Source: an optimization exercise on an open RTL-to-GDS flow (aim: small area). Production flows keep margins and buffers that such runs may drop.
In this exercise RTL edits were held to simulation tests only and were not proved equivalent to the original.
Power is estimated from default activity; no workload was simulated. The clock port is modelled as an ideal driver; clocking choices that lean on that would not hold on a real chip.

Setup of v44:
## ping_pong_buffer
module ping_pong_buffer #(
    parameter int DATA_WIDTH = 16,
    parameter int BUFFER_SIZE = 32
) (
    input  logic                  clk,
    input  logic                  rst,
    input  logic                  write_en,
    input  logic [DATA_WIDTH-1:0] write_data,
    output logic                  write_full,
    input  logic                  read_en,
    output logic [DATA_WIDTH-1:0] read_data,
    output logic                  read_empty,
    output logic                  current_write_buffer,
    output logic                  current_read_buffer
);
For scale: ~2500 cells after synthesis, roughly 1100 flip-flops, about 40 I/O pins, about 30000 µm² of cells after synthesis.
clock: 5.0 ns
lec_check: 0
cap_margin: 20
core_margin: 2
core_utilization: 85
place_density: 0.9
slew_margin: 20
standard.sh (not shown) runs the stock make flow with config.mk's settings and CLKGATE_MAP_FILE= SYNTH_SCRIPT=/design/flow/synth_recipe.tcl, a recipe that flattens the netlist after the stock synthesis.
==> flow/flow/run.sh <==
#!/bin/bash
# Layout with the standard flow (standard synthesis included), changing only
# two placement/CTS choices: ports are buffered with the smallest buffer, and
# clock tree synthesis uses clkbuf_8 leaves without dummy loads.
set -euo pipefail
export BUFFER_PORTS_ARGS="-buffer_cell sky130_fd_sc_hd__buf_1"
export CTS_ARGS="-sink_clustering_enable -repair_clock_nets -dont_use_dummy_load -buf_list sky130_fd_sc_hd__clkbuf_8 -sink_clustering_size 20 -sink_clustering_max_diameter 50"
bash standard.sh > standard.log 2>&1
Every stage of the flow completed for v44, and the final layout passed the timing, DRC and antenna checks.
Modified inputs, v53 compared to v44
Settings: changing PLACE_DENSITY from 0.9 to 0.8; changing CORE_UTILIZATION from 85 to 75.
--- a/flow/flow/run.sh
+++ b/flow/flow/run.sh
@@ -7 +7 @@
-export CTS_ARGS="-sink_clustering_enable -repair_clock_nets -dont_use_dummy_load -buf_list sky130_fd_sc_hd__clkbuf_8 -sink_clustering_size 20 -sink_clustering_max_diameter 50"
+export CTS_ARGS="-sink_clustering_enable -repair_clock_nets -dont_use_dummy_load -buf_list sky130_fd_sc_hd__clkbuf_16 -sink_clustering_size 36 -sink_clustering_max_diameter 60"
[summary]
The net count of the finished layout number comes out lower for v53 vs v44. When v53 is set beside v44, its wire length of the first global-routing pass turns out to be about 12% smaller. Between v53 and v44, overall via count from detail_route is higher for v44, v53 comes in under that. Delta (v53 minus v44): net count after synthesis ~0 delta; sequential share of layout area saw a decrease; maximum frequency +0.011 GHz; number of hold buffers added after CTS roughly the same.
What v33 does differently from v53 at the input level:
Settings: an added CTS_BUF_LIST of sky130_fd_sc_hd__clkbuf_4; a change of CORE_UTILIZATION from 75 to 60; an added CTS_CLUSTER_SIZE of 12; a deleted PLACE_DENSITY that had been 0.8; an added CTS_CLUSTER_DIAMETER of 40.
==> flow/run.sh (new file) <==
#!/bin/bash
# synth_recipe.tcl (not shown) runs the flow's synth.tcl, then flattens the netlist and writes it again
# the make line also repeats each setting of config.mk as NAME=value (left out here)
make -C /OpenROAD-flow-scripts/flow DESIGN_CONFIG=/design/flow/config.mk WORK_HOME=/design/flow/orfs CLKGATE_MAP_FILE= SYNTH_SCRIPT=/design/flow/synth_recipe.tcl finish
removed: flow/flow/run.sh
removed: flow/standard.sh
--- outcome ---
v53 reached the final stage; the timing, DRC and antenna checks on its layout passed. v33 finished every step from synthesis to the final layout, and the layout passed the timing, DRC and antenna checks. Chip width: v33 vs v53 up about 12%. Between v33 and v53, it is v33 whose smallest setup slack after layout is lower, by 0.66 ns. | final area | higher: v33 |.
Here is what was changed in the inputs of v38 compared with v33.
Settings: putting PLACE_DENSITY at 0.8 where nothing was set; swapping 20 for 0 in SLEW_MARGIN; clearing CTS_BUF_LIST, which used to be sky130_fd_sc_hd__clkbuf_4; swapping 20 for 0 in CAP_MARGIN; swapping 60 for 75 in CORE_UTILIZATION; clearing CTS_CLUSTER_SIZE, which used to be 12; clearing CTS_CLUSTER_DIAMETER, which used to be 40.
==> flow/flow/run.sh (new file) <==
#!/bin/bash
# Layout with the standard flow (standard synthesis included), changing only
# two placement/CTS choices: ports are buffered with the smallest buffer, and
# clock tree synthesis uses clkbuf_8 leaves without dummy loads.
set -euo pipefail
export BUFFER_PORTS_ARGS="-buffer_cell sky130_fd_sc_hd__buf_1"
export CTS_ARGS="-sink_clustering_enable -repair_clock_nets -dont_use_dummy_load -buf_list sky130_fd_sc_hd__clkbuf_8 -sink_clustering_size 21 -sink_clustering_max_diameter 60"
bash standard.sh > standard.log 2>&1
==> flow/standard.sh (new file) <==
#!/bin/bash
# synth_recipe.tcl (not shown) runs the flow's synth.tcl, then flattens the netlist and writes it again
# the make line also repeats each setting of config.mk as NAME=value (left out here)
make -C /OpenROAD-flow-scripts/flow DESIGN_CONFIG=/design/flow/config.mk WORK_HOME=/design/flow/orfs CLKGATE_MAP_FILE= SYNTH_SCRIPT=/design/flow/synth_recipe.tcl "${@:-finish}"
removed: flow/run.sh
==> comparison <==
Hold slack, v33 and v38: smaller value in v38
NOTE: sequential share of layout area in v38 exceeds that of v33
Number of standard-cell rows in the floorplan (v38 / v33): 0.890
Summary — area added between synthesis and finish, v38 relative to v33: lower, by 3.6 points.
Looking at power share of the clock group, v38 sits 3.6 points lower than v33 does.
## Diff of input files: v22 against v38
Settings: a change of SLEW_MARGIN from 0 to 20; an added CTS_BUF_LIST of sky130_fd_sc_hd__clkbuf_16; an added CTS_CLUSTER_DIAMETER of 100; a change of CORE_UTILIZATION from 75 to 60; a change of CAP_MARGIN from 0 to 20; a deleted PLACE_DENSITY that had been 0.8; an added CTS_CLUSTER_SIZE of 33.
==> flow/run.sh (new file) <==
#!/bin/bash
# synth_recipe.tcl (not shown) runs the flow's synth.tcl, then flattens the netlist and writes it again
# the make line also repeats each setting of config.mk as NAME=value (left out here)
make -C /OpenROAD-flow-scripts/flow DESIGN_CONFIG=/design/flow/config.mk WORK_HOME=/design/flow/orfs CLKGATE_MAP_FILE= SYNTH_SCRIPT=/design/flow/synth_recipe.tcl finish
removed: flow/flow/run.sh
removed: flow/standard.sh
### Flow results
Per the comparison of v22 with v38, clock power went up; final core utilization went down; global-route wire length before repair went up.
Against v38, final non-filler cell area in v22 rose by a few percent.
[inputs] v41 vs v22
Settings: a deleted CTS_CLUSTER_DIAMETER that had been 100; a deleted CTS_BUF_LIST that had been sky130_fd_sc_hd__clkbuf_16; a deleted CTS_CLUSTER_SIZE that had been 33.
==> flow/flow/run.sh (new file) <==
#!/bin/bash
# Layout with the standard flow (standard synthesis included), changing only
# two placement/CTS choices: ports are buffered with the smallest buffer, and
# clock tree synthesis uses clkbuf_8 leaves without dummy loads.
set -euo pipefail
export BUFFER_PORTS_ARGS="-buffer_cell sky130_fd_sc_hd__buf_1"
export CTS_ARGS="-sink_clustering_enable -repair_clock_nets -dont_use_dummy_load -buf_list sky130_fd_sc_hd__clkbuf_16 -sink_clustering_size 33 -sink_clustering_max_diameter 100"
bash standard.sh > standard.log 2>&1
==> flow/standard.sh (new file) <==
#!/bin/bash
# synth_recipe.tcl (not shown) runs the flow's synth.tcl, then flattens the netlist and writes it again
# the make line also repeats each setting of config.mk as NAME=value (left out here)
make -C /OpenROAD-flow-scripts/flow DESIGN_CONFIG=/design/flow/config.mk WORK_HOME=/design/flow/orfs CLKGATE_MAP_FILE= SYNTH_SCRIPT=/design/flow/synth_recipe.tcl "${@:-finish}"
removed: flow/run.sh
v41 has completed all stages; timing, DRC and antenna checks passed. Row count came out exactly the same in v41 and v22. v41 against v22: area share of buffers outside the clock network lost 0.62 points, layout-stage area growth over the synthesis result now sits lower, horizontal die dimension neither gained nor lost much. Where post-route minimum period is concerned, v22 is outperformed by v41. Looking only at total length of routed wires, and setting everything else aside, the higher value of v41 and v22 goes to v22. Delta (v41 minus v22): final cell count without fillers neither gained nor lost much, worst reg-to-reg path cell count +2, clock-buffer cell count decreased by 3 relative to the old numbers.

## separate check: timing with driven ports
In the flow no input, the clock included, has a driving cell. The finished layouts below were timed again as built, in two steps.
Step 1 (the two cells are an assumption about what drives the block):
set clk [get_ports {clk}]
set_driving_cell -lib_cell sky130_fd_sc_hd__clkbuf_16 $clk
set_driving_cell -lib_cell sky130_fd_sc_hd__buf_2 [delete_from_list [all_inputs] $clk]
Step 2 adds t to the input delays and takes it off the output delays; t is the mean of the earliest and latest rising clock arrival at the registers after step 1. Input paths then give back, and output paths get back, about the clock's delay inside the block.
Three values: ideal, step 1, step 2; two values: the first two.
run	t, ns	setup WS [ns]	worst setup path at the end
v44	0.722	2.445 / 2.390 / 2.534	input to register
v53	0.639	2.516 / 2.459 / 2.514	input to register
v33	0.907	1.859 / 1.806 / 2.148	input to register
v38	0.706	2.440 / 2.388 / 2.525	input to register
v22	0.651	2.132 / 2.075 / 2.145	input to register
v41	0.643	2.553 / 2.493 / 2.530	input to register
After both steps setup and hold are still met in every run listed. The setup slack of v41, which loses most, moves by -0.060 ns with the drivers and by -0.023 ns with both steps.
